From an optimization exercise on the open Yosys and OpenROAD flow, aimed at small area and a short achievable clock period; shortcuts taken in it are not production practice.
Only simulation tests tie the RTL to the original design; equivalence was not proved.
Power figures rest on the tool's default switching activity, not on a simulated workload.

==> design.v <==
module MAC (
    input  wire [8:0]  NEG,
    input  wire [8:0]  ONE,
    input  wire [8:0]  TWO,
    input  wire [17:0] B,
    input  wire        CSEL,
    input  wire [34:0] ACC_S,
    input  wire [5:0] ACC_C,
    output wire [34:0] P_S,
    output wire [5:0] P_C
    );
    wire pp0_0, pp0_1, pp0_2, pp0_3, pp0_4, pp0_5, pp0_6, pp0_7, pp0_8, pp0_9, pp0_10, pp0_11;
    wire pp0_12, pp0_13, pp0_14, pp0_15, pp0_16, pp0_17, pp0_18, pp1_0, pp1_1, pp1_2, pp1_3, pp1_4;
    wire pp1_5, pp1_6, pp1_7, pp1_8, pp1_9, pp1_10, pp1_11, pp1_12, pp1_13, pp1_14, pp1_15, pp1_16;
    wire pp1_17, pp1_18, pp2_0, pp2_1, pp2_2, pp2_3, pp2_4, pp2_5, pp2_6, pp2_7, pp2_8, pp2_9;
    wire pp2_10, pp2_11, pp2_12, pp2_13, pp2_14, pp2_15, pp2_16, pp2_17, pp2_18, pp3_0, pp3_1, pp3_2;
    wire pp3_3, pp3_4, pp3_5, pp3_6, pp3_7, pp3_8, pp3_9, pp3_10, pp3_11, pp3_12, pp3_13, pp3_14;
    wire pp3_15, pp3_16, pp3_17, pp3_18, pp4_0, pp4_1, pp4_2, pp4_3, pp4_4, pp4_5, pp4_6, pp4_7;
    wire pp4_8, pp4_9, pp4_10, pp4_11, pp4_12, pp4_13, pp4_14, pp4_15, pp4_16, pp4_17, pp4_18, pp5_0;
    wire pp5_1, pp5_2, pp5_3, pp5_4, pp5_5, pp5_6, pp5_7, pp5_8, pp5_9, pp5_10, pp5_11, pp5_12;
    wire pp5_13, pp5_14, pp5_15, pp5_16, pp5_17, pp5_18, pp6_0, pp6_1, pp6_2, pp6_3, pp6_4, pp6_5;
    wire pp6_6, pp6_7, pp6_8, pp6_9, pp6_10, pp6_11, pp6_12, pp6_13, pp6_14, pp6_15, pp6_16, pp6_17;
    wire pp6_18, pp7_0, pp7_1, pp7_2, pp7_3, pp7_4, pp7_5, pp7_6, pp7_7, pp7_8, pp7_9, pp7_10;
    wire pp7_11, pp7_12, pp7_13, pp7_14, pp7_15, pp7_16, pp7_17, pp7_18, pp8_0, pp8_1, pp8_2, pp8_3;
    wire pp8_4, pp8_5, pp8_6, pp8_7, pp8_8, pp8_9, pp8_10, pp8_11, pp8_12, pp8_13, pp8_14, pp8_15;
    wire pp8_16, pp8_17, pp8_18, as0, as1, as2, as3, as4, as5, as6, as7, as8;
    wire as9, as10, as11, as12, as13, as14, as15, as16, as17, as18, as19, as20;
    wire as21, as22, as23, as24, as25, as26, as27, as28, as29, as30, as31, as32;
    wire as33, as34, s1, c1, s2, c2, s3, c3, s4, c4, s5, c5;
    wire s6, c6, s7, c7, s8, c8, s9, c9, s10, c10, s11, c11;
    wire s12, c12, s13, c13, s14, c14, s15, c15, s16, c16, s17, c17;
    wire s18, c18, s19, c19, s20, c20, s21, c21, s22, c22, s23, c23;
    wire s24, c24, s25, c25, s26, c26, s27, c27, s28, c28, s29, c29;
    wire s30, c30, s31, c31, s32, c32, s33, c33, s34, c34, s35, c35;
    wire s36, c36, s37, c37, s38, c38, s39, c39, s40, c40, s41, c41;
    wire s42, c42, s43, c43, s44, c44, s45, c45, s46, c46, s47, c47;
    wire s48, c48, s49, c49, s50, c50, s51, c51, s52, c52, s53, c53;
    wire s54, c54, s55, c55, s56, c56, s57, c57, s58, c58, s59, c59;
    wire s60, c60, s61, c61, s62, c62, s63, c63, s64, c64, s65, c65;
    wire s66, c66, s67, c67, s68, c68, s69, c69, s70, c70, s71, c71;
    wire s72, c72, s73, c73, s74, c74, s75, c75, s76, c76, s77, c77;
    wire s78, c78, s79, c79, s80, c80, s81, c81, s82, c82, s83, c83;
    wire s84, c84, s85, c85, s86, c86, s87, c87, s88, c88, s89, c89;
    wire s90, c90, s91, c91, s92, c92, s93, c93, s94, c94, s95, c95;
    wire s96, c96, s97, c97, s98, c98, s99, c99, s100, c100, s101, c101;
    wire s102, c102, s103, c103, s104, c104, s105, c105, s106, c106, s107, c107;
    wire s108, c108, s109, c109, s110, c110, s111, c111, s112, c112, s113, c113;
    wire s114, c114, s115, c115, s116, c116, s117, c117, s118, c118, s119, c119;
    wire s120, c120, s121, c121, s122, c122, s123, c123, s124, c124, s125, c125;
    wire s126, c126, s127, c127, s128, c128, s129, c129, s130, c130, s131, c131;
    wire s132, c132, s133, c133, s134, c134, s135, c135, s136, c136, s137, c137;
    wire s138, c138, s139, c139, s140, c140, s141, c141, s142, c142, s143, c143;
    wire s144, c144, s145, c145, s146, c146, s147, c147, s148, c148, s149, c149;
    wire s150, c150, s151, c151, s152, c152, s153, c153, s154, c154, s155, c155;
    wire s156, c156, s157, c157, s158, c158, s159, c159, s160, c160, s161, c161;
    wire ac0, ac1, ac2, ac3, ac4, ac5;
    assign pp0_0 = (B[0] & ONE[0]) ^ NEG[0];
    assign pp0_1 = ((B[1] & ONE[0]) | (B[0] & TWO[0])) ^ NEG[0];
    assign pp0_2 = ((B[2] & ONE[0]) | (B[1] & TWO[0])) ^ NEG[0];
    assign pp0_3 = ((B[3] & ONE[0]) | (B[2] & TWO[0])) ^ NEG[0];
    assign pp0_4 = ((B[4] & ONE[0]) | (B[3] & TWO[0])) ^ NEG[0];
    assign pp0_5 = ((B[5] & ONE[0]) | (B[4] & TWO[0])) ^ NEG[0];
    assign pp0_6 = ((B[6] & ONE[0]) | (B[5] & TWO[0])) ^ NEG[0];
    assign pp0_7 = ((B[7] & ONE[0]) | (B[6] & TWO[0])) ^ NEG[0];
    assign pp0_8 = ((B[8] & ONE[0]) | (B[7] & TWO[0])) ^ NEG[0];
    assign pp0_9 = ((B[9] & ONE[0]) | (B[8] & TWO[0])) ^ NEG[0];
    assign pp0_10 = ((B[10] & ONE[0]) | (B[9] & TWO[0])) ^ NEG[0];
    assign pp0_11 = ((B[11] & ONE[0]) | (B[10] & TWO[0])) ^ NEG[0];
    assign pp0_12 = ((B[12] & ONE[0]) | (B[11] & TWO[0])) ^ NEG[0];
    assign pp0_13 = ((B[13] & ONE[0]) | (B[12] & TWO[0])) ^ NEG[0];
    assign pp0_14 = ((B[14] & ONE[0]) | (B[13] & TWO[0])) ^ NEG[0];
    assign pp0_15 = ((B[15] & ONE[0]) | (B[14] & TWO[0])) ^ NEG[0];
    assign pp0_16 = ((B[16] & ONE[0]) | (B[15] & TWO[0])) ^ NEG[0];
    assign pp0_17 = ((B[17] & ONE[0]) | (B[16] & TWO[0])) ^ NEG[0];
    assign pp0_18 = ~(((B[17] & ONE[0]) | (B[17] & TWO[0])) ^ NEG[0]);
    assign pp1_0 = (B[0] & ONE[1]) ^ NEG[1];
    assign pp1_1 = ((B[1] & ONE[1]) | (B[0] & TWO[1])) ^ NEG[1];
    assign pp1_2 = ((B[2] & ONE[1]) | (B[1] & TWO[1])) ^ NEG[1];
    assign pp1_3 = ((B[3] & ONE[1]) | (B[2] & TWO[1])) ^ NEG[1];
    assign pp1_4 = ((B[4] & ONE[1]) | (B[3] & TWO[1])) ^ NEG[1];
    assign pp1_5 = ((B[5] & ONE[1]) | (B[4] & TWO[1])) ^ NEG[1];
    assign pp1_6 = ((B[6] & ONE[1]) | (B[5] & TWO[1])) ^ NEG[1];
    assign pp1_7 = ((B[7] & ONE[1]) | (B[6] & TWO[1])) ^ NEG[1];
    assign pp1_8 = ((B[8] & ONE[1]) | (B[7] & TWO[1])) ^ NEG[1];
    assign pp1_9 = ((B[9] & ONE[1]) | (B[8] & TWO[1])) ^ NEG[1];
    assign pp1_10 = ((B[10] & ONE[1]) | (B[9] & TWO[1])) ^ NEG[1];
    assign pp1_11 = ((B[11] & ONE[1]) | (B[10] & TWO[1])) ^ NEG[1];
    assign pp1_12 = ((B[12] & ONE[1]) | (B[11] & TWO[1])) ^ NEG[1];
    assign pp1_13 = ((B[13] & ONE[1]) | (B[12] & TWO[1])) ^ NEG[1];
    assign pp1_14 = ((B[14] & ONE[1]) | (B[13] & TWO[1])) ^ NEG[1];
    assign pp1_15 = ((B[15] & ONE[1]) | (B[14] & TWO[1])) ^ NEG[1];
    assign pp1_16 = ((B[16] & ONE[1]) | (B[15] & TWO[1])) ^ NEG[1];
    assign pp1_17 = ((B[17] & ONE[1]) | (B[16] & TWO[1])) ^ NEG[1];
    assign pp1_18 = ~(((B[17] & ONE[1]) | (B[17] & TWO[1])) ^ NEG[1]);
    assign pp2_0 = (B[0] & ONE[2]) ^ NEG[2];
    assign pp2_1 = ((B[1] & ONE[2]) | (B[0] & TWO[2])) ^ NEG[2];
    assign pp2_2 = ((B[2] & ONE[2]) | (B[1] & TWO[2])) ^ NEG[2];
    assign pp2_3 = ((B[3] & ONE[2]) | (B[2] & TWO[2])) ^ NEG[2];
    assign pp2_4 = ((B[4] & ONE[2]) | (B[3] & TWO[2])) ^ NEG[2];
    assign pp2_5 = ((B[5] & ONE[2]) | (B[4] & TWO[2])) ^ NEG[2];
    assign pp2_6 = ((B[6] & ONE[2]) | (B[5] & TWO[2])) ^ NEG[2];
    assign pp2_7 = ((B[7] & ONE[2]) | (B[6] & TWO[2])) ^ NEG[2];
    assign pp2_8 = ((B[8] & ONE[2]) | (B[7] & TWO[2])) ^ NEG[2];
    assign pp2_9 = ((B[9] & ONE[2]) | (B[8] & TWO[2])) ^ NEG[2];
    assign pp2_10 = ((B[10] & ONE[2]) | (B[9] & TWO[2])) ^ NEG[2];
    assign pp2_11 = ((B[11] & ONE[2]) | (B[10] & TWO[2])) ^ NEG[2];
    assign pp2_12 = ((B[12] & ONE[2]) | (B[11] & TWO[2])) ^ NEG[2];
    assign pp2_13 = ((B[13] & ONE[2]) | (B[12] & TWO[2])) ^ NEG[2];
    assign pp2_14 = ((B[14] & ONE[2]) | (B[13] & TWO[2])) ^ NEG[2];
    assign pp2_15 = ((B[15] & ONE[2]) | (B[14] & TWO[2])) ^ NEG[2];
    assign pp2_16 = ((B[16] & ONE[2]) | (B[15] & TWO[2])) ^ NEG[2];
    assign pp2_17 = ((B[17] & ONE[2]) | (B[16] & TWO[2])) ^ NEG[2];
    assign pp2_18 = ~(((B[17] & ONE[2]) | (B[17] & TWO[2])) ^ NEG[2]);
    assign pp3_0 = (B[0] & ONE[3]) ^ NEG[3];
    assign pp3_1 = ((B[1] & ONE[3]) | (B[0] & TWO[3])) ^ NEG[3];
    assign pp3_2 = ((B[2] & ONE[3]) | (B[1] & TWO[3])) ^ NEG[3];
    assign pp3_3 = ((B[3] & ONE[3]) | (B[2] & TWO[3])) ^ NEG[3];
    assign pp3_4 = ((B[4] & ONE[3]) | (B[3] & TWO[3])) ^ NEG[3];
    assign pp3_5 = ((B[5] & ONE[3]) | (B[4] & TWO[3])) ^ NEG[3];
    assign pp3_6 = ((B[6] & ONE[3]) | (B[5] & TWO[3])) ^ NEG[3];
    assign pp3_7 = ((B[7] & ONE[3]) | (B[6] & TWO[3])) ^ NEG[3];
    assign pp3_8 = ((B[8] & ONE[3]) | (B[7] & TWO[3])) ^ NEG[3];
    assign pp3_9 = ((B[9] & ONE[3]) | (B[8] & TWO[3])) ^ NEG[3];
    assign pp3_10 = ((B[10] & ONE[3]) | (B[9] & TWO[3])) ^ NEG[3];
    assign pp3_11 = ((B[11] & ONE[3]) | (B[10] & TWO[3])) ^ NEG[3];
    assign pp3_12 = ((B[12] & ONE[3]) | (B[11] & TWO[3])) ^ NEG[3];
    assign pp3_13 = ((B[13] & ONE[3]) | (B[12] & TWO[3])) ^ NEG[3];
    assign pp3_14 = ((B[14] & ONE[3]) | (B[13] & TWO[3])) ^ NEG[3];
    assign pp3_15 = ((B[15] & ONE[3]) | (B[14] & TWO[3])) ^ NEG[3];
    assign pp3_16 = ((B[16] & ONE[3]) | (B[15] & TWO[3])) ^ NEG[3];
    assign pp3_17 = ((B[17] & ONE[3]) | (B[16] & TWO[3])) ^ NEG[3];
    assign pp3_18 = ~(((B[17] & ONE[3]) | (B[17] & TWO[3])) ^ NEG[3]);
    assign pp4_0 = (B[0] & ONE[4]) ^ NEG[4];
    assign pp4_1 = ((B[1] & ONE[4]) | (B[0] & TWO[4])) ^ NEG[4];
    assign pp4_2 = ((B[2] & ONE[4]) | (B[1] & TWO[4])) ^ NEG[4];
    assign pp4_3 = ((B[3] & ONE[4]) | (B[2] & TWO[4])) ^ NEG[4];
    assign pp4_4 = ((B[4] & ONE[4]) | (B[3] & TWO[4])) ^ NEG[4];
    assign pp4_5 = ((B[5] & ONE[4]) | (B[4] & TWO[4])) ^ NEG[4];
    assign pp4_6 = ((B[6] & ONE[4]) | (B[5] & TWO[4])) ^ NEG[4];
    assign pp4_7 = ((B[7] & ONE[4]) | (B[6] & TWO[4])) ^ NEG[4];
    assign pp4_8 = ((B[8] & ONE[4]) | (B[7] & TWO[4])) ^ NEG[4];
    assign pp4_9 = ((B[9] & ONE[4]) | (B[8] & TWO[4])) ^ NEG[4];
    assign pp4_10 = ((B[10] & ONE[4]) | (B[9] & TWO[4])) ^ NEG[4];
    assign pp4_11 = ((B[11] & ONE[4]) | (B[10] & TWO[4])) ^ NEG[4];
    assign pp4_12 = ((B[12] & ONE[4]) | (B[11] & TWO[4])) ^ NEG[4];
    assign pp4_13 = ((B[13] & ONE[4]) | (B[12] & TWO[4])) ^ NEG[4];
    assign pp4_14 = ((B[14] & ONE[4]) | (B[13] & TWO[4])) ^ NEG[4];
    assign pp4_15 = ((B[15] & ONE[4]) | (B[14] & TWO[4])) ^ NEG[4];
    assign pp4_16 = ((B[16] & ONE[4]) | (B[15] & TWO[4])) ^ NEG[4];
    assign pp4_17 = ((B[17] & ONE[4]) | (B[16] & TWO[4])) ^ NEG[4];
    assign pp4_18 = ~(((B[17] & ONE[4]) | (B[17] & TWO[4])) ^ NEG[4]);
    assign pp5_0 = (B[0] & ONE[5]) ^ NEG[5];
    assign pp5_1 = ((B[1] & ONE[5]) | (B[0] & TWO[5])) ^ NEG[5];
    assign pp5_2 = ((B[2] & ONE[5]) | (B[1] & TWO[5])) ^ NEG[5];
    assign pp5_3 = ((B[3] & ONE[5]) | (B[2] & TWO[5])) ^ NEG[5];
    assign pp5_4 = ((B[4] & ONE[5]) | (B[3] & TWO[5])) ^ NEG[5];
    assign pp5_5 = ((B[5] & ONE[5]) | (B[4] & TWO[5])) ^ NEG[5];
    assign pp5_6 = ((B[6] & ONE[5]) | (B[5] & TWO[5])) ^ NEG[5];
    assign pp5_7 = ((B[7] & ONE[5]) | (B[6] & TWO[5])) ^ NEG[5];
    assign pp5_8 = ((B[8] & ONE[5]) | (B[7] & TWO[5])) ^ NEG[5];
    assign pp5_9 = ((B[9] & ONE[5]) | (B[8] & TWO[5])) ^ NEG[5];
    assign pp5_10 = ((B[10] & ONE[5]) | (B[9] & TWO[5])) ^ NEG[5];
    assign pp5_11 = ((B[11] & ONE[5]) | (B[10] & TWO[5])) ^ NEG[5];
    assign pp5_12 = ((B[12] & ONE[5]) | (B[11] & TWO[5])) ^ NEG[5];
    assign pp5_13 = ((B[13] & ONE[5]) | (B[12] & TWO[5])) ^ NEG[5];
    assign pp5_14 = ((B[14] & ONE[5]) | (B[13] & TWO[5])) ^ NEG[5];
    assign pp5_15 = ((B[15] & ONE[5]) | (B[14] & TWO[5])) ^ NEG[5];
    assign pp5_16 = ((B[16] & ONE[5]) | (B[15] & TWO[5])) ^ NEG[5];
    assign pp5_17 = ((B[17] & ONE[5]) | (B[16] & TWO[5])) ^ NEG[5];
    assign pp5_18 = ~(((B[17] & ONE[5]) | (B[17] & TWO[5])) ^ NEG[5]);
    assign pp6_0 = (B[0] & ONE[6]) ^ NEG[6];
    assign pp6_1 = ((B[1] & ONE[6]) | (B[0] & TWO[6])) ^ NEG[6];
    assign pp6_2 = ((B[2] & ONE[6]) | (B[1] & TWO[6])) ^ NEG[6];
    assign pp6_3 = ((B[3] & ONE[6]) | (B[2] & TWO[6])) ^ NEG[6];
    assign pp6_4 = ((B[4] & ONE[6]) | (B[3] & TWO[6])) ^ NEG[6];
    assign pp6_5 = ((B[5] & ONE[6]) | (B[4] & TWO[6])) ^ NEG[6];
    assign pp6_6 = ((B[6] & ONE[6]) | (B[5] & TWO[6])) ^ NEG[6];
    assign pp6_7 = ((B[7] & ONE[6]) | (B[6] & TWO[6])) ^ NEG[6];
    assign pp6_8 = ((B[8] & ONE[6]) | (B[7] & TWO[6])) ^ NEG[6];
    assign pp6_9 = ((B[9] & ONE[6]) | (B[8] & TWO[6])) ^ NEG[6];
    assign pp6_10 = ((B[10] & ONE[6]) | (B[9] & TWO[6])) ^ NEG[6];
    assign pp6_11 = ((B[11] & ONE[6]) | (B[10] & TWO[6])) ^ NEG[6];
    assign pp6_12 = ((B[12] & ONE[6]) | (B[11] & TWO[6])) ^ NEG[6];
    assign pp6_13 = ((B[13] & ONE[6]) | (B[12] & TWO[6])) ^ NEG[6];
    assign pp6_14 = ((B[14] & ONE[6]) | (B[13] & TWO[6])) ^ NEG[6];
    assign pp6_15 = ((B[15] & ONE[6]) | (B[14] & TWO[6])) ^ NEG[6];
    assign pp6_16 = ((B[16] & ONE[6]) | (B[15] & TWO[6])) ^ NEG[6];
    assign pp6_17 = ((B[17] & ONE[6]) | (B[16] & TWO[6])) ^ NEG[6];
    assign pp6_18 = ~(((B[17] & ONE[6]) | (B[17] & TWO[6])) ^ NEG[6]);
    assign pp7_0 = (B[0] & ONE[7]) ^ NEG[7];
    assign pp7_1 = ((B[1] & ONE[7]) | (B[0] & TWO[7])) ^ NEG[7];
    assign pp7_2 = ((B[2] & ONE[7]) | (B[1] & TWO[7])) ^ NEG[7];
    assign pp7_3 = ((B[3] & ONE[7]) | (B[2] & TWO[7])) ^ NEG[7];
    assign pp7_4 = ((B[4] & ONE[7]) | (B[3] & TWO[7])) ^ NEG[7];
    assign pp7_5 = ((B[5] & ONE[7]) | (B[4] & TWO[7])) ^ NEG[7];
    assign pp7_6 = ((B[6] & ONE[7]) | (B[5] & TWO[7])) ^ NEG[7];
    assign pp7_7 = ((B[7] & ONE[7]) | (B[6] & TWO[7])) ^ NEG[7];
    assign pp7_8 = ((B[8] & ONE[7]) | (B[7] & TWO[7])) ^ NEG[7];
    assign pp7_9 = ((B[9] & ONE[7]) | (B[8] & TWO[7])) ^ NEG[7];
    assign pp7_10 = ((B[10] & ONE[7]) | (B[9] & TWO[7])) ^ NEG[7];
    assign pp7_11 = ((B[11] & ONE[7]) | (B[10] & TWO[7])) ^ NEG[7];
    assign pp7_12 = ((B[12] & ONE[7]) | (B[11] & TWO[7])) ^ NEG[7];
    assign pp7_13 = ((B[13] & ONE[7]) | (B[12] & TWO[7])) ^ NEG[7];
    assign pp7_14 = ((B[14] & ONE[7]) | (B[13] & TWO[7])) ^ NEG[7];
    assign pp7_15 = ((B[15] & ONE[7]) | (B[14] & TWO[7])) ^ NEG[7];
    assign pp7_16 = ((B[16] & ONE[7]) | (B[15] & TWO[7])) ^ NEG[7];
    assign pp7_17 = ((B[17] & ONE[7]) | (B[16] & TWO[7])) ^ NEG[7];
    assign pp7_18 = ~(((B[17] & ONE[7]) | (B[17] & TWO[7])) ^ NEG[7]);
    assign pp8_0 = (B[0] & ONE[8]) ^ NEG[8];
    assign pp8_1 = ((B[1] & ONE[8]) | (B[0] & TWO[8])) ^ NEG[8];
    assign pp8_2 = ((B[2] & ONE[8]) | (B[1] & TWO[8])) ^ NEG[8];
    assign pp8_3 = ((B[3] & ONE[8]) | (B[2] & TWO[8])) ^ NEG[8];
    assign pp8_4 = ((B[4] & ONE[8]) | (B[3] & TWO[8])) ^ NEG[8];
    assign pp8_5 = ((B[5] & ONE[8]) | (B[4] & TWO[8])) ^ NEG[8];
    assign pp8_6 = ((B[6] & ONE[8]) | (B[5] & TWO[8])) ^ NEG[8];
    assign pp8_7 = ((B[7] & ONE[8]) | (B[6] & TWO[8])) ^ NEG[8];
    assign pp8_8 = ((B[8] & ONE[8]) | (B[7] & TWO[8])) ^ NEG[8];
    assign pp8_9 = ((B[9] & ONE[8]) | (B[8] & TWO[8])) ^ NEG[8];
    assign pp8_10 = ((B[10] & ONE[8]) | (B[9] & TWO[8])) ^ NEG[8];
    assign pp8_11 = ((B[11] & ONE[8]) | (B[10] & TWO[8])) ^ NEG[8];
    assign pp8_12 = ((B[12] & ONE[8]) | (B[11] & TWO[8])) ^ NEG[8];
    assign pp8_13 = ((B[13] & ONE[8]) | (B[12] & TWO[8])) ^ NEG[8];
    assign pp8_14 = ((B[14] & ONE[8]) | (B[13] & TWO[8])) ^ NEG[8];
    assign pp8_15 = ((B[15] & ONE[8]) | (B[14] & TWO[8])) ^ NEG[8];
    assign pp8_16 = ((B[16] & ONE[8]) | (B[15] & TWO[8])) ^ NEG[8];
    assign pp8_17 = ((B[17] & ONE[8]) | (B[16] & TWO[8])) ^ NEG[8];
    assign pp8_18 = ~(((B[17] & ONE[8]) | (B[17] & TWO[8])) ^ NEG[8]);
    assign as0 = ACC_S[0] & CSEL;
    assign as1 = ACC_S[1] & CSEL;
    assign as2 = ACC_S[2] & CSEL;
    assign as3 = ACC_S[3] & CSEL;
    assign as4 = ACC_S[4] & CSEL;
    assign as5 = ACC_S[5] & CSEL;
    assign as6 = ACC_S[6] & CSEL;
    assign as7 = ACC_S[7] & CSEL;
    assign as8 = ACC_S[8] & CSEL;
    assign as9 = ACC_S[9] & CSEL;
    assign as10 = ACC_S[10] & CSEL;
    assign as11 = ACC_S[11] & CSEL;
    assign as12 = ACC_S[12] & CSEL;
    assign as13 = ACC_S[13] & CSEL;
    assign as14 = ACC_S[14] & CSEL;
    assign as15 = ACC_S[15] & CSEL;
    assign as16 = ACC_S[16] & CSEL;
    assign as17 = ACC_S[17] & CSEL;
    assign as18 = ACC_S[18] & CSEL;
    assign as19 = ACC_S[19] & CSEL;
    assign as20 = ACC_S[20] & CSEL;
    assign as21 = ACC_S[21] & CSEL;
    assign as22 = ACC_S[22] & CSEL;
    assign as23 = ACC_S[23] & CSEL;
    assign as24 = ACC_S[24] & CSEL;
    assign as25 = ACC_S[25] & CSEL;
    assign as26 = ACC_S[26] & CSEL;
    assign as27 = ACC_S[27] & CSEL;
    assign as28 = ACC_S[28] & CSEL;
    assign as29 = ACC_S[29] & CSEL;
    assign as30 = ACC_S[30] & CSEL;
    assign as31 = ACC_S[31] & CSEL;
    assign as32 = ACC_S[32] & CSEL;
    assign as33 = ACC_S[33] & CSEL;
    assign as34 = ACC_S[34] & CSEL;
    assign ac0 = ACC_C[0] & CSEL;
    assign ac1 = ACC_C[1] & CSEL;
    assign ac2 = ACC_C[2] & CSEL;
    assign ac3 = ACC_C[3] & CSEL;
    assign ac4 = ACC_C[4] & CSEL;
    assign ac5 = ACC_C[5] & CSEL;
    FA us1 (.a(NEG[1]), .b(pp0_2), .ci(pp1_0), .s(s1), .co(c1));
    FA us2 (.a(pp0_3), .b(pp1_1), .ci(as3), .s(s2), .co(c2));
    FA us3 (.a(NEG[2]), .b(pp1_2), .ci(pp0_4), .s(s3), .co(c3));
    FAL us4 (.a(pp2_0), .b(as4), .cl(c2), .s(s4), .co(c4));
    FA us5 (.a(pp1_3), .b(pp0_5), .ci(pp2_1), .s(s5), .co(c5));
    FA us6 (.a(as5), .b(c3), .ci(s5), .s(s6), .co(c6));
    FA us7 (.a(NEG[3]), .b(pp1_4), .ci(as6), .s(s7), .co(c7));
    FA us8 (.a(pp2_2), .b(pp0_6), .ci(pp3_0), .s(s8), .co(c8));
    FA us9 (.a(c5), .b(s7), .ci(s8), .s(s9), .co(c9));
    FA us10 (.a(pp1_5), .b(pp2_3), .ci(as7), .s(s10), .co(c10));
    FAL us11 (.a(pp3_1), .b(pp0_7), .cl(c7), .s(s11), .co(c11));
    FA us12 (.a(c8), .b(s10), .ci(s11), .s(s12), .co(c12));
    FA us13 (.a(NEG[4]), .b(pp4_0), .ci(pp0_8), .s(s13), .co(c13));
    FA us14 (.a(pp3_2), .b(pp2_4), .ci(pp1_6), .s(s14), .co(c14));
    FA us15 (.a(as8), .b(c10), .ci(s13), .s(s15), .co(c15));
    FAL us16 (.a(s14), .b(c11), .cl(s15), .s(s16), .co(c16));
    FA us17 (.a(pp3_3), .b(pp2_5), .ci(as9), .s(s17), .co(c17));
    FA us18 (.a(pp1_7), .b(pp0_9), .ci(pp4_1), .s(s18), .co(c18));
    FA us19 (.a(c13), .b(c14), .ci(s17), .s(s19), .co(c19));
    FAL us20 (.a(s18), .b(c15), .cl(s19), .s(s20), .co(c20));
    FA us21 (.a(NEG[5]), .b(pp4_2), .ci(pp5_0), .s(s21), .co(c21));
    FA us22 (.a(pp0_10), .b(pp2_6), .ci(pp3_4), .s(s22), .co(c22));
    FAL us23 (.a(pp1_8), .b(as10), .cl(c17), .s(s23), .co(c23));
    FA us24 (.a(c18), .b(s21), .ci(s23), .s(s24), .co(c24));
    FAL us25 (.a(s22), .b(c19), .cl(s24), .s(s25), .co(c25));
    FA us26 (.a(pp1_9), .b(pp3_5), .ci(pp5_1), .s(s26), .co(c26));
    FA us27 (.a(pp2_7), .b(pp0_11), .ci(pp4_3), .s(s27), .co(c27));
    FA us28 (.a(as11), .b(c21), .ci(c22), .s(s28), .co(c28));
    FA us29 (.a(s27), .b(s26), .ci(c23), .s(s29), .co(c29));
    FA us30 (.a(s28), .b(c24), .ci(s29), .s(s30), .co(c30));
    FA us31 (.a(NEG[6]), .b(pp5_2), .ci(pp0_12), .s(s31), .co(c31));
    FA us32 (.a(pp4_4), .b(pp1_10), .ci(pp6_0), .s(s32), .co(c32));
    FA us33 (.a(pp3_6), .b(pp2_8), .ci(as12), .s(s33), .co(c33));
    FA us34 (.a(c27), .b(c26), .ci(s31), .s(s34), .co(c34));
    FAL us35 (.a(s33), .b(s32), .cl(c28), .s(s35), .co(c35));
    FA us36 (.a(c29), .b(s34), .ci(s35), .s(s36), .co(c36));
    FA us37 (.a(pp6_1), .b(pp1_11), .ci(pp4_5), .s(s37), .co(c37));
    FA us38 (.a(pp3_7), .b(pp5_3), .ci(as13), .s(s38), .co(c38));
    FAL us39 (.a(pp2_9), .b(pp0_13), .cl(c31), .s(s39), .co(c39));
    FA us40 (.a(c33), .b(c32), .ci(s38), .s(s40), .co(c40));
    FAL us41 (.a(s37), .b(s39), .cl(c34), .s(s41), .co(c41));
    FA us42 (.a(s40), .b(c35), .ci(s41), .s(s42), .co(c42));
    FA us43 (.a(NEG[7]), .b(pp2_10), .ci(pp5_4), .s(s43), .co(c43));
    FA us44 (.a(pp6_2), .b(pp1_12), .ci(pp4_6), .s(s44), .co(c44));
    FA us45 (.a(pp3_8), .b(pp0_14), .ci(pp7_0), .s(s45), .co(c45));
    FA us46 (.a(as14), .b(c38), .ci(c37), .s(s46), .co(c46));
    FA us47 (.a(s43), .b(s44), .ci(s45), .s(s47), .co(c47));
    FA us48 (.a(c39), .b(c40), .ci(s46), .s(s48), .co(c48));
    FAL us49 (.a(s47), .b(c41), .cl(s48), .s(s49), .co(c49));
    FA us50 (.a(pp7_1), .b(pp1_13), .ci(pp6_3), .s(s50), .co(c50));
    FA us51 (.a(pp2_11), .b(pp3_9), .ci(pp0_15), .s(s51), .co(c51));
    FA us52 (.a(pp5_5), .b(pp4_7), .ci(as15), .s(s52), .co(c52));
    FA us53 (.a(c43), .b(c45), .ci(c44), .s(s53), .co(c53));
    FA us54 (.a(s51), .b(s52), .ci(s50), .s(s54), .co(c54));
    FA us55 (.a(c46), .b(c47), .ci(s53), .s(s55), .co(c55));
    FA us56 (.a(s54), .b(c48), .ci(s55), .s(s56), .co(c56));
    FA us57 (.a(NEG[8]), .b(pp7_2), .ci(pp1_14), .s(s57), .co(c57));
    FA us58 (.a(pp0_16), .b(pp4_8), .ci(pp2_12), .s(s58), .co(c58));
    FA us59 (.a(pp3_10), .b(pp6_4), .ci(pp5_6), .s(s59), .co(c59));
    FAL us60 (.a(pp8_0), .b(as16), .cl(c52), .s(s60), .co(c60));
    FA us61 (.a(c50), .b(c51), .ci(s59), .s(s61), .co(c61));
    FA us62 (.a(s57), .b(s58), .ci(s60), .s(s62), .co(c62));
    FA us63 (.a(c53), .b(c54), .ci(s61), .s(s63), .co(c63));
    FAL us64 (.a(s62), .b(c55), .cl(s63), .s(s64), .co(c64));
    FA us65 (.a(pp7_3), .b(pp3_11), .ci(pp4_9), .s(s65), .co(c65));
    FA us66 (.a(pp0_17), .b(pp1_15), .ci(pp6_5), .s(s66), .co(c66));
    FA us67 (.a(pp8_1), .b(pp2_13), .ci(pp5_7), .s(s67), .co(c67));
    FA us68 (.a(as17), .b(c57), .ci(c59), .s(s68), .co(c68));
    FA us69 (.a(c58), .b(s67), .ci(s65), .s(s69), .co(c69));
    FAL us70 (.a(s66), .b(c60), .cl(c61), .s(s70), .co(c70));
    FA us71 (.a(s68), .b(c62), .ci(s69), .s(s71), .co(c71));
    FA us72 (.a(s70), .b(c63), .ci(s71), .s(s72), .co(c72));
    assign s73 = ~(pp3_12 ^ pp7_4);
    assign c73 = pp3_12 | pp7_4;
    FA us74 (.a(pp4_10), .b(pp8_2), .ci(as18), .s(s74), .co(c74));
    FA us75 (.a(pp6_6), .b(pp2_14), .ci(pp1_16), .s(s75), .co(c75));
    FAL us76 (.a(pp5_8), .b(pp0_18), .cl(s73), .s(s76), .co(c76));
    FA us77 (.a(c67), .b(c65), .ci(c66), .s(s77), .co(c77));
    FA us78 (.a(s76), .b(s75), .ci(s74), .s(s78), .co(c78));
    FA us79 (.a(c68), .b(c69), .ci(s77), .s(s79), .co(c79));
    FAL us80 (.a(s78), .b(c70), .cl(c71), .s(s80), .co(c80));
    HA us81 (.a(s79), .b(s80), .s(s81), .co(c81));
    assign s82 = ~(pp6_7 ^ as19);
    assign c82 = pp6_7 | as19;
    FA us83 (.a(pp1_17), .b(pp2_15), .ci(pp7_5), .s(s83), .co(c83));
    FA us84 (.a(pp8_3), .b(pp5_9), .ci(pp3_13), .s(s84), .co(c84));
    FA us85 (.a(pp4_11), .b(c73), .ci(s82), .s(s85), .co(c85));
    FA us86 (.a(c75), .b(c74), .ci(c76), .s(s86), .co(c86));
    FAL us87 (.a(s84), .b(s83), .cl(s85), .s(s87), .co(c87));
    FA us88 (.a(c77), .b(c78), .ci(s86), .s(s88), .co(c88));
    FA us89 (.a(s87), .b(c79), .ci(s88), .s(s89), .co(c89));
    HA us90 (.a(c80), .b(c81), .s(s90), .co(c90));
    FA us91 (.a(pp3_14), .b(pp1_18), .ci(pp6_8), .s(s91), .co(c91));
    FA us92 (.a(pp5_10), .b(pp2_16), .ci(pp8_4), .s(s92), .co(c92));
    FA us93 (.a(pp4_12), .b(pp7_6), .ci(as20), .s(s93), .co(c93));
    FA us94 (.a(c82), .b(c83), .ci(c84), .s(s94), .co(c94));
    FA us95 (.a(s92), .b(s91), .ci(c85), .s(s95), .co(c95));
    FA us96 (.a(s93), .b(c86), .ci(s94), .s(s96), .co(c96));
    FAL us97 (.a(c87), .b(s95), .cl(c88), .s(s97), .co(c97));
    FAL us98 (.a(s96), .b(s97), .cl(c89), .s(s98), .co(c98));
    assign s99 = ~(pp7_7 ^ pp4_13);
    assign c99 = pp7_7 | pp4_13;
    FA us100 (.a(pp6_9), .b(pp2_17), .ci(as21), .s(s100), .co(c100));
    FA us101 (.a(pp3_15), .b(pp5_11), .ci(pp8_5), .s(s101), .co(c101));
    FA us102 (.a(s99), .b(c92), .ci(c93), .s(s102), .co(c102));
    FA us103 (.a(c91), .b(s100), .ci(s101), .s(s103), .co(c103));
    FA us104 (.a(c94), .b(s102), .ci(c95), .s(s104), .co(c104));
    FAL us105 (.a(s103), .b(c96), .cl(s104), .s(s105), .co(c105));
    HA us106 (.a(c97), .b(s105), .s(s106), .co(c106));
    FA us107 (.a(pp2_18), .b(pp8_6), .ci(pp4_14), .s(s107), .co(c107));
    FA us108 (.a(pp7_8), .b(pp3_16), .ci(pp5_12), .s(s108), .co(c108));
    FAL us109 (.a(pp6_10), .b(as22), .cl(c99), .s(s109), .co(c109));
    FA us110 (.a(c101), .b(c100), .ci(s109), .s(s110), .co(c110));
    FAL us111 (.a(s108), .b(s107), .cl(c102), .s(s111), .co(c111));
    FA us112 (.a(c103), .b(s111), .ci(s110), .s(s112), .co(c112));
    FAL us113 (.a(c104), .b(s112), .cl(c105), .s(s113), .co(c113));
    assign s114 = ~(pp6_11 ^ pp3_17);
    assign c114 = pp6_11 | pp3_17;
    FA us115 (.a(pp8_7), .b(pp5_13), .ci(pp4_15), .s(s115), .co(c115));
    FAL us116 (.a(pp7_9), .b(as23), .cl(s114), .s(s116), .co(c116));
    FA us117 (.a(c108), .b(c107), .ci(c109), .s(s117), .co(c117));
    FAL us118 (.a(s115), .b(s116), .cl(c110), .s(s118), .co(c118));
    FA us119 (.a(c111), .b(s117), .ci(s118), .s(s119), .co(c119));
    HA us120 (.a(c112), .b(s119), .s(s120), .co(c120));
    FA us121 (.a(pp5_14), .b(pp7_10), .ci(pp3_18), .s(s121), .co(c121));
    FA us122 (.a(pp8_8), .b(pp6_12), .ci(pp4_16), .s(s122), .co(c122));
    FAL us123 (.a(as24), .b(c114), .cl(s121), .s(s123), .co(c123));
    FA us124 (.a(c115), .b(s122), .ci(c116), .s(s124), .co(c124));
    FA us125 (.a(s123), .b(c117), .ci(s124), .s(s125), .co(c125));
    FA us126 (.a(c118), .b(c119), .ci(s125), .s(s126), .co(c126));
    assign s127 = ~(pp5_15 ^ pp7_11);
    assign c127 = pp5_15 | pp7_11;
    FA us128 (.a(pp8_9), .b(pp6_13), .ci(as25), .s(s128), .co(c128));
    FAL us129 (.a(pp4_17), .b(s127), .cl(c122), .s(s129), .co(c129));
    FAL us130 (.a(c121), .b(s128), .cl(s129), .s(s130), .co(c130));
    FA us131 (.a(c123), .b(c124), .ci(s130), .s(s131), .co(c131));
    HA us132 (.a(c125), .b(s131), .s(s132), .co(c132));
    FA us133 (.a(pp5_16), .b(pp4_18), .ci(as26), .s(s133), .co(c133));
    FA us134 (.a(pp6_14), .b(pp8_10), .ci(pp7_12), .s(s134), .co(c134));
    FA us135 (.a(c127), .b(c128), .ci(s134), .s(s135), .co(c135));
    FAL us136 (.a(s133), .b(c129), .cl(s135), .s(s136), .co(c136));
    FAL us137 (.a(c130), .b(s136), .cl(c131), .s(s137), .co(c137));
    assign s138 = ~(pp5_17 ^ pp6_15);
    assign c138 = pp5_17 | pp6_15;
    FA us139 (.a(pp8_11), .b(pp7_13), .ci(as27), .s(s139), .co(c139));
    FA us140 (.a(s138), .b(c134), .ci(c133), .s(s140), .co(c140));
    FA us141 (.a(s139), .b(c135), .ci(s140), .s(s141), .co(c141));
    HA us142 (.a(c136), .b(s141), .s(s142), .co(c142));
    FA us143 (.a(pp8_12), .b(pp6_16), .ci(pp5_18), .s(s143), .co(c143));
    FAL us144 (.a(pp7_14), .b(as28), .cl(c138), .s(s144), .co(c144));
    FA us145 (.a(c139), .b(s143), .ci(s144), .s(s145), .co(c145));
    FAL us146 (.a(c140), .b(s145), .cl(c141), .s(s146), .co(c146));
    assign s147 = ~(pp8_13 ^ as29);
    assign c147 = pp8_13 | as29;
    FAL us148 (.a(pp7_15), .b(pp6_17), .cl(s147), .s(s148), .co(c148));
    FA us149 (.a(c143), .b(s148), .ci(c144), .s(s149), .co(c149));
    HA us150 (.a(c145), .b(s149), .s(s150), .co(c150));
    FA us151 (.a(pp7_16), .b(pp8_14), .ci(as30), .s(s151), .co(c151));
    FAL us152 (.a(pp6_18), .b(c147), .cl(c148), .s(s152), .co(c152));
    FAL us153 (.a(s151), .b(s152), .cl(c149), .s(s153), .co(c153));
    assign s154 = ~(pp8_15 ^ pp7_17);
    assign c154 = pp8_15 | pp7_17;
    FAL us155 (.a(as31), .b(s154), .cl(c151), .s(s155), .co(c155));
    HA us156 (.a(s155), .b(c152), .s(s156), .co(c156));
    FA us157 (.a(pp8_16), .b(pp7_18), .ci(as32), .s(s157), .co(c157));
    FAL us158 (.a(c154), .b(s157), .cl(c155), .s(s158), .co(c158));
    assign s159 = ~(pp8_17 ^ as33);
    assign c159 = pp8_17 | as33;
    HA us160 (.a(s159), .b(c157), .s(s160), .co(c160));
    FAL us161 (.a(pp8_18), .b(as34), .cl(c159), .s(s161), .co(c161));
    wire [34:0] X = {c160, c158, c156, c153, c150, c146, c142, c137, c132, c126, c120, c113, c106, c98, c90, s89, c72, c64, c56, c49, c42, c36, c30, c25, c20, c16, c12, c9, c6, c4, s3, c1, as2, pp0_1, pp0_0};
    wire [34:0] Y = {s161, s160, s158, s156, s153, s150, s146, s142, s137, s132, s126, s120, s113, s106, s98, s90, s81, s72, s64, s56, s49, s42, s36, s30, s25, s20, s16, s12, s9, s6, s4, s2, s1, as1, as0};
    wire [11:0] blk0 = {1'b0, X[9:0], NEG[0]} + {1'b0, Y[9:0], NEG[0]};
    assign {P_C[0], P_S[9:0]} = blk0[11:1];
    wire [9:0] blk1 = {1'b0, X[17:10], ac0} + {1'b0, Y[17:10], ac0};
    assign {P_C[1], P_S[17:10]} = blk1[9:1];
    wire [3:0] blk2 = {1'b0, X[19:18], ac1} + {1'b0, Y[19:18], ac1};
    assign {P_C[2], P_S[19:18]} = blk2[3:1];
    wire [3:0] blk3 = {1'b0, X[21:20], ac2} + {1'b0, Y[21:20], ac2};
    assign {P_C[3], P_S[21:20]} = blk3[3:1];
    wire [4:0] blk4 = {1'b0, X[24:22], ac3} + {1'b0, Y[24:22], ac3};
    assign {P_C[4], P_S[24:22]} = blk4[4:1];
    wire [4:0] blk5 = {1'b0, X[27:25], ac4} + {1'b0, Y[27:25], ac4};
    assign {P_C[5], P_S[27:25]} = blk5[4:1];
    wire [8:0] blk6 = {1'b0, X[34:28], ac5} + {1'b0, Y[34:28], ac5};
    assign P_S[34:28] = blk6[7:1];
endmodule
module MACRES (
    input  wire [34:0] S,
    input  wire [5:0] C,
    output wire [17:0] R
    );
    wire [34:0] cv = {1'b0, 1'b0, 1'b0, 1'b0, 1'b0, 1'b0, C[5], 1'b0, 1'b0, C[4], 1'b0, 1'b0, C[3], 1'b0, C[2], 1'b0, C[1], 1'b0, 1'b0, 1'b0, 1'b0, 1'b0, 1'b0, 1'b0, C[0], 1'b0, 1'b0, 1'b0, 1'b0, 1'b0, 1'b0, 1'b0, 1'b0, 1'b0, 1'b0};
    wire [34:0] p = S + cv;
    assign R = p[34:17];
endmodule
module FA (input wire a, input wire b, input wire ci, output wire s, output wire co);
    assign s = a ^ b ^ ci;
    assign co = (a & b) | (a & ci) | (b & ci);
endmodule
module FAL (input wire a, input wire b, input wire cl, output wire s, output wire co);
    wire p, g;
    HA h (.a(a), .b(b), .s(p), .co(g));
    XOR2 x (.a(p), .b(cl), .y(s));
    AO21 o (.a(p), .b(cl), .c(g), .y(co));
endmodule
module XOR2 (input wire a, input wire b, output wire y);
    assign y = a ^ b;
endmodule
module AO21 (input wire a, input wire b, input wire c, output wire y);
    assign y = (a & b) | c;
endmodule
module HA (input wire a, input wire b, output wire s, output wire co);
    assign s = a ^ b;
    assign co = a & b;
endmodule
`timescale 1ns / 1ps
module dly # (
    parameter integer DATA_WIDTH = 18,
    parameter integer CYC_DLY = 1
)
(
    input wire clk,
    input wire [DATA_WIDTH-1:0] din,
    output wire [DATA_WIDTH-1:0] dout
    );
    reg [DATA_WIDTH-1:0] dlys [CYC_DLY-1:0];
    always @ (posedge clk)
        dlys[0] <= din;
    genvar i;
    generate
    for(i = 1; i < CYC_DLY; i = i + 1)
    begin : stage
        always @ (posedge clk)
            dlys[i] <= dlys[i-1];
    end
    endgenerate
    assign dout = dlys[CYC_DLY-1];
endmodule
`timescale 1ns / 1ps
module node(
    input wire clk,
    input wire rstn,
    input wire [8:0] ain_neg,
    input wire [8:0] ain_one,
    input wire [8:0] ain_two,
    input wire [17:0] bin,
    input wire csel,
    output wire [8:0] aout_neg,
    output wire [8:0] aout_one,
    output wire [8:0] aout_two,
    output wire [17:0] res
    );
    reg [8:0] bufa_neg, bufa_one, bufa_two;
    assign aout_neg = bufa_neg;
    assign aout_one = bufa_one;
    assign aout_two = bufa_two;
    always @ (posedge clk)
    begin
        if(1'b0 == rstn)
        begin
            bufa_neg <= 9'd0;
            bufa_one <= 9'd0;
            bufa_two <= 9'd0;
        end
        else
        begin
            bufa_neg <= ain_neg;
            bufa_one <= ain_one;
            bufa_two <= ain_two;
        end
    end
    reg [17:0] bufb;
    always @ (posedge clk)
        bufb <= bin;
    reg [34:0] p_s;
    reg [5:0] p_c;
    wire [34:0] n_s;
    wire [5:0] n_c;
    MAC dspcore (
        .NEG(bufa_neg),
        .ONE(bufa_one),
        .TWO(bufa_two),
        .B(bufb),
        .CSEL(csel),
        .ACC_S(p_s),
        .ACC_C(p_c),
        .P_S(n_s),
        .P_C(n_c)
    );
    always @ (posedge clk)
    begin
        p_s <= n_s;
        p_c <= n_c;
    end
    MACRES resadd (
        .S(p_s),
        .C(p_c),
        .R(res)
    );
endmodule
`timescale 1ns / 1ps
module mesh # (
    parameter integer IDX_WIDTH_FOR_NODES = 3,
    parameter integer NUM_NODES = 2 ** IDX_WIDTH_FOR_NODES
)
(
    input clk,
    input rstn,
    input [17:0] init,
    input [1:0] asel,
    input [NUM_NODES-1:0] csels,
    input [IDX_WIDTH_FOR_NODES-1:0] ressel,
    input [1:0] dinsel,
    input [18*NUM_NODES-1:0] mbram_dout,
    input [17:0] vbram0_dout,
    input [17:0] vbram1_dout,
    output [17:0] vbram0_din,
    output [17:0] vbram1_din
    );
    wire [17:0] bdly [NUM_NODES-1:0];
    assign bdly[0] = mbram_dout[17:0];
    genvar i;
    generate
    for(i = 1; i < NUM_NODES; i = i + 1)
    begin : lane
        dly # (
            .DATA_WIDTH(18),
            .CYC_DLY(i)
        ) dly_inst (
            .clk(clk),
            .din(mbram_dout[18*i +: 18]),
            .dout(bdly[i])
        );
    end
    endgenerate
    wire [17:0] vbram_dout_selected = asel[0] ? vbram1_dout : vbram0_dout;
    wire [17:0] ain_selected = asel[1] ? init : vbram_dout_selected;
    wire [18:0] ax = {ain_selected, 1'b0};
    wire [8:0] dneg [NUM_NODES:0];
    wire [8:0] done [NUM_NODES:0];
    wire [8:0] dtwo [NUM_NODES:0];
    generate
    for(i = 0; i < 9; i = i + 1)
    begin : rec
        assign done[0][i] = ax[2*i+1] ^ ax[2*i];
        assign dtwo[0][i] = (ax[2*i+2] & ~ax[2*i+1] & ~ax[2*i]) |
                            (~ax[2*i+2] & ax[2*i+1] & ax[2*i]);
        assign dneg[0][i] = ax[2*i+2] & ~(ax[2*i+1] & ax[2*i]);
    end
    endgenerate
    wire [17:0] ress [NUM_NODES-1:0];
    generate
    for(i = 0; i < NUM_NODES; i = i + 1)
    begin : nd
        node node_in_mesh (
            .clk(clk),
            .rstn(rstn),
            .ain_neg(dneg[i]),
            .ain_one(done[i]),
            .ain_two(dtwo[i]),
            .bin(bdly[i]),
            .csel(csels[i]),
            .aout_neg(dneg[i+1]),
            .aout_one(done[i+1]),
            .aout_two(dtwo[i+1]),
            .res(ress[i])
        );
    end
    endgenerate
    reg [17:0] res_bufs [NUM_NODES-1:0];
    generate
    for(i = 0; i < NUM_NODES; i = i + 1)
    begin : rb
        always @ (posedge clk)
            res_bufs[i] <= ress[i];
    end
    endgenerate
    wire [NUM_NODES-1:0] oh [5:0];
    generate
    for(i = 0; i < 6; i = i + 1)
    begin : dc
        DEC3 dec (.s(ressel), .oh(oh[i]));
    end
    endgenerate
    wire [1:0] dn = ~dinsel;
    generate
    for(i = 0; i < 18; i = i + 1)
    begin : ob
        wire [NUM_NODES-1:0] h = oh[i / 3];
        wire [3:0] n0, n1;
        wire m0, m1;
        AOI22 g0 (.a1(h[0]), .a2(res_bufs[0][i]), .b1(h[1]), .b2(res_bufs[1][i]), .y(n0[0]));
        AOI22 g1 (.a1(h[2]), .a2(res_bufs[2][i]), .b1(h[3]), .b2(res_bufs[3][i]), .y(n0[1]));
        AOI22 g2 (.a1(h[4]), .a2(res_bufs[4][i]), .b1(h[5]), .b2(res_bufs[5][i]), .y(n0[2]));
        AOI22 g3 (.a1(h[6]), .a2(res_bufs[6][i]), .b1(h[7]), .b2(res_bufs[7][i]), .y(n0[3]));
        AOI22 g4 (.a1(h[0]), .a2(res_bufs[0][i]), .b1(h[1]), .b2(res_bufs[1][i]), .y(n1[0]));
        AOI22 g5 (.a1(h[2]), .a2(res_bufs[2][i]), .b1(h[3]), .b2(res_bufs[3][i]), .y(n1[1]));
        AOI22 g6 (.a1(h[4]), .a2(res_bufs[4][i]), .b1(h[5]), .b2(res_bufs[5][i]), .y(n1[2]));
        AOI22 g7 (.a1(h[6]), .a2(res_bufs[6][i]), .b1(h[7]), .b2(res_bufs[7][i]), .y(n1[3]));
        NAND4 g8 (.a(n0[0]), .b(n0[1]), .c(n0[2]), .d(n0[3]), .y(m0));
        NAND4 g9 (.a(n1[0]), .b(n1[1]), .c(n1[2]), .d(n1[3]), .y(m1));
        MUXN o0 (.s(dinsel[0]), .sn(dn[0]), .d1(vbram1_dout[i]), .d0(m0), .y(vbram0_din[i]));
        MUXN o1 (.s(dinsel[1]), .sn(dn[1]), .d1(vbram0_dout[i]), .d0(m1), .y(vbram1_din[i]));
    end
    endgenerate
endmodule
module DEC3 (input wire [2:0] s, output wire [7:0] oh);
    genvar i;
    generate
    for(i = 0; i < 8; i = i + 1)
    begin : d
        assign oh[i] = (s == i);
    end
    endgenerate
endmodule
module AOI22 (input wire a1, input wire a2, input wire b1, input wire b2, output wire y);
    assign y = ~((a1 & a2) | (b1 & b2));
endmodule
module NAND4 (input wire a, input wire b, input wire c, input wire d, output wire y);
    assign y = ~(a & b & c & d);
endmodule
module NAND2 (input wire a, input wire b, output wire y);
    assign y = ~(a & b);
endmodule
module MUXN (input wire s, input wire sn, input wire d1, input wire d0, output wire y);
    wire t1, t0;
    NAND2 n1 (.a(s), .b(d1), .y(t1));
    NAND2 n0 (.a(sn), .b(d0), .y(t0));
    NAND2 n2 (.a(t1), .b(t0), .y(y));
endmodule
==> flow/run.sh <==
#!/bin/bash
# Layout flow: the standard flow, with the port buffers that
# buffer_ports inserts made of the plain buffer sky130_fd_sc_hd__buf_1
# (the resizer may still resize them) instead of its default pick.
# Each tool's output goes to the ORFS logs; make's own output to flow.log.
set -o pipefail
export BUFFER_PORTS_ARGS="-buffer_cell sky130_fd_sc_hd__buf_1"
bash standard.sh > flow.log 2>&1
==> standard.sh <==
#!/bin/bash
# synth_recipe.tcl (not shown) runs the flow's synth.tcl, then flattens the netlist and writes it again
# the make line also repeats each setting of config.mk as NAME=value (left out here)
make -C /OpenROAD-flow-scripts/flow DESIGN_CONFIG=/design/flow/config.mk WORK_HOME=/design/flow/orfs CLKGATE_MAP_FILE= SYNTH_SCRIPT=/design/flow/synth_recipe.tcl "${@:-finish}"
==> config.mk <==
export PLATFORM = sky130hd
export DESIGN_NAME = mesh
export DESIGN_NICKNAME = mesh
export VERILOG_FILES = /design/flow/design.v
export SDC_FILE = /design/flow/constraint.sdc
export NUM_CORES = 4
export LEC_CHECK = 0
export CAP_MARGIN = 20
export CORE_MARGIN = 2
export CORE_UTILIZATION = 45
export CTS_CLUSTER_DIAMETER = 100
export CTS_CLUSTER_SIZE = 20
export PLACE_DENSITY = 0.65
export SETUP_SLACK_MARGIN = 3.0
export SLEW_MARGIN = 20
export SYNTH_HIERARCHICAL = 1
export SYNTH_MINIMUM_KEEP_SIZE = 0
==> constraint.sdc <==
create_clock -name core_clock -period 7.0 [get_ports {clk}]
set_input_delay 1.4000 -clock core_clock [delete_from_list [all_inputs] [get_ports {clk}]]
set_output_delay 1.4000 -clock core_clock [all_outputs]
set_load 0.01 [all_outputs]
==> results.txt <==
- Outcome: finished clean
- Largest net degree at the start of global routing: 217
- Worst-path cell chain: clkbuf_16 > and3b_2 > a22oi_2 > nand4_1 > nand2_1 > nand2_1 > clkbuf_2
- Mapped Nets: 11687
- TNS Setup: 0 ns
- Internal Pwr Total: 22.2 mW
- Worst VDD drop: 0.000491 V
- Crit-path leading delay family: simple AND/OR/NAND/NOR gates
- Clk Latency, worst-skew pair: 0.83 ns
- Slew @ Worst Pin: 1.19 ns
- Met2 Use GR: 0.439
- CP Data Required Time: 5.60 ns
- Reg2reg path depth: 13
- Ports: 251
- Met1 GRT Util: 0.327
- Hold Path Stages: 0
- Setup CP Type: input port to primary output
- Worst R2R End: nd[4].node_in_mesh.p_s[16]
- Via density: 5.89
- First-pass GRT wire length: 479000 microns
- Gr usage total: 0.268
- DRT Pass-1 Iters: 7
- Cell Pwr Density: 328 nW/um^2
- Core area: 225000 sq um
- Crit share post-route: 0.587
- Final worst setup slack: 2.89 ns
- Reg2reg setup slack: 3.01 ns
- Initial DRC count: 7176
- Detailed Route WL: 322000 microns
- Worst hold endpoint: lane[4].dly_inst.dlys[1][9]
- Commonest non-fill, non-tap cell in the layout: xnor2_1
- Leak Pwr: 49.0 nW
- Syn Std Cell Area: 102000 sq um
- Initial antenna violation count: 12
- CTS Root Cell: clkbuf_16
- DP Worst Slack: 1.67 ns
- Setup violators final: 0
- Fillers: 19712
- Height of the chip: 480 microns
- FF-to-FF Start: nd[4].node_in_mesh.bufa_two[3]
- Post-CTS Hold Fix Bufs: 0
- Busiest grt layer: met2
- Reg clk slew, reported paths: 0.08 ns
- CTS Sinks: 1336
- Critical path arrival: 2.71 ns
- CTS Buffer Depth: 3
- Comb pwr share: 0.555
- Placed Area: 106000 sq um
- Cell count after synthesis: 9816
- Commonest non-fill, non-tap cells in the layout: xnor2_1, a22oi_1, dfxtp_1, ha_1, fa_1
- Crit start category: input port
- Hold Crit Class: flop to flop
- Vias in the first global route: 79530
- Final Cell Area: 117000 sq um
- Mean Syn Cell Area: 10.4 sq um
- Via count: 76784
- Layout cell share with drive strength beyond 1: 0.206
- Final GP Congestion: 0.917
- Rows: 174
- Max-Cap Viols: 0
- Seq. cell area: 27700 sq um
- # DRC: 0
- IO Port Bufs: 250
- Highest-delay cell along the critical path: a22oi_2
- Clock tree from TritonCTS: done
- Fmax: 243 MHz
- Pins Over Slew Limit: 0
- DP HPWL: 220000 microns
- Critical path depth in cells: 7
- Switching pwr: 16.1 mW
- Buf/Inv on CP: 2
- Ys Warns: 24
- Hold Violations, Final: 0
- H-tree depth: 3
- Seq pwr share: 0.296
- Die X: 480 microns
- Crit Path Max Fanout: 6
- Tmin final: 4.11 ns
- Worst Skew: 0.0751 ns
- Largest stage delay, worst path: 0.35 ns
- Worst Setup End Kind: primary output
- Met3 Usage GRT: 0.0431
- CTS Buf Count: 92
- Layout Nets: 11847
- Detail Route Antenna Nets: 0
- Power share of the clock group: 0.149
- Hold_sp: lane[4].dly_inst.dlys[0][9]
- Grt total ovfl: 0
- RSZ-0062 raised after global routing: true
- Sw Share: 0.421
- Most frequent CP cell: nand2_1
- Layout area overhead: 14.5%
- Multi-input logic area: 73300 sq um
- Wire per inst: 24.7 microns
- Die ar.: 230000 sq um
- Relative slew slack: 0.203
- Initial Util: 0.453
## power groups by stage
stage	sequential [mW]	combinational (mW)	clock [mW]
CTS	11.4	20.7	5.89
global route	11.4	23.7	6.15
floorplan	10.3	16.4	0
detailed placement	11.6	20.4	0
global placement	11.6	19.7	0
finish	11.3	21.2	5.70
## area by class of cell
class	count	share of cell area
inverters	337	0.0109
well taps	2992	0.0321
clock inverters	40	0.00503
multi-input cells	7353	0.628
diodes	21	0.000450
repair buffers	856	0.0654
clock buffers	99	0.0205
flip-flops and latches	1336	0.238
## per-stage QoR
step / utilization / hold slack (ns) / instances / power (mW)
after floorplan: - / 0.310 / 9816 / 26.6
after global routing: 0.519 / 0.288 / 13030 / 41.3
after detailed placement: 0.473 / 0.312 / 12424 / 32.0
after global placement: 0.473 / 0.310 / 12424 / 31.3
after CTS: 0.496 / 0.287 / 12624 / 38.0
final: 0.519 / 0.281 / 13034 / 38.2
## layer usage
layer,up-vias,share of wire
met3,985,0.074
met4,8,0.071
met1,38135,0.39
met2,3646,0.47
met5,-,0.00036
li1,34010,-
## registers in the layout, summed over array words and instances, names as in the netlist
signal,count
lane.dly_inst.dlys,504
nd.node_in_mesh.bufa_neg,72
nd.node_in_mesh.bufa_one,72
nd.node_in_mesh.bufa_two,72
nd.node_in_mesh.bufb,144
nd.node_in_mesh.p_c,48
nd.node_in_mesh.p_s,280
res_bufs,144
## worst max path at each step
stage / end / slack [ns] / start
3_5_place_dp: nd[1].node_in_mesh.p_s[24] / 1.67 / csels[1]
4_1_cts: vbram1_din[16] / 2.90 / ressel[1]
3_3_place_gp: nd[1].node_in_mesh.p_s[24] / 1.72 / csels[1]
6_report: vbram1_din[16] / 2.89 / ressel[1]
2_1_floorplan: nd[0].node_in_mesh.p_s[24] / 2.56 / csels[0]
5_1_grt: vbram0_din[17] / 2.86 / ressel[1]
## what timing repair did
action                                  CTS  global route
buffers inserted                         48           381
gates resized for setup                 559           380
gates cloned                             13             8
endpoints found under the setup margin  212           134
pin swaps                                60           110
hold endpoints to repair                  0             0
## worst register-to-register path: stages (launching register included)
cell      delay [ns]
dfxtp_1         0.40
buf_12          0.14
buf_4           0.20
a22oi_1         0.10
xnor2_1         0.24
fa_2            0.48
fa_2            0.36
fa_2            0.56
xor2_1          0.24
ha_1            0.34
a21o_1          0.18
a211oi_1        0.25
o21ai_1         0.17
xor2_1          0.17

-- port drivers added, routing unchanged --
The results above use ideal ports. As a check the final layout listed here was re-extracted and re-timed, cells and wires unchanged.
Step 1 sets driving cells, clkbuf_16 on the clock port and buf_2 on the other inputs (assumed; they add their load-dependent delay and slew).
Step 2 also shifts input and output timing later by t, the mid clock arrival at the registers, as if the neighbouring blocks saw the same clock.
Slacks: ideal / step 1 / step 2; pairs: ideal / step 1.
t (ns): 0.896
setup WS [ns]: 2.889 / 2.657 / 2.106
pins driven straight from the clock port: 1
After both steps setup and hold are still met in this run. The setup slack of this run moves by -0.232 ns with the drivers and by -0.783 ns with both steps.
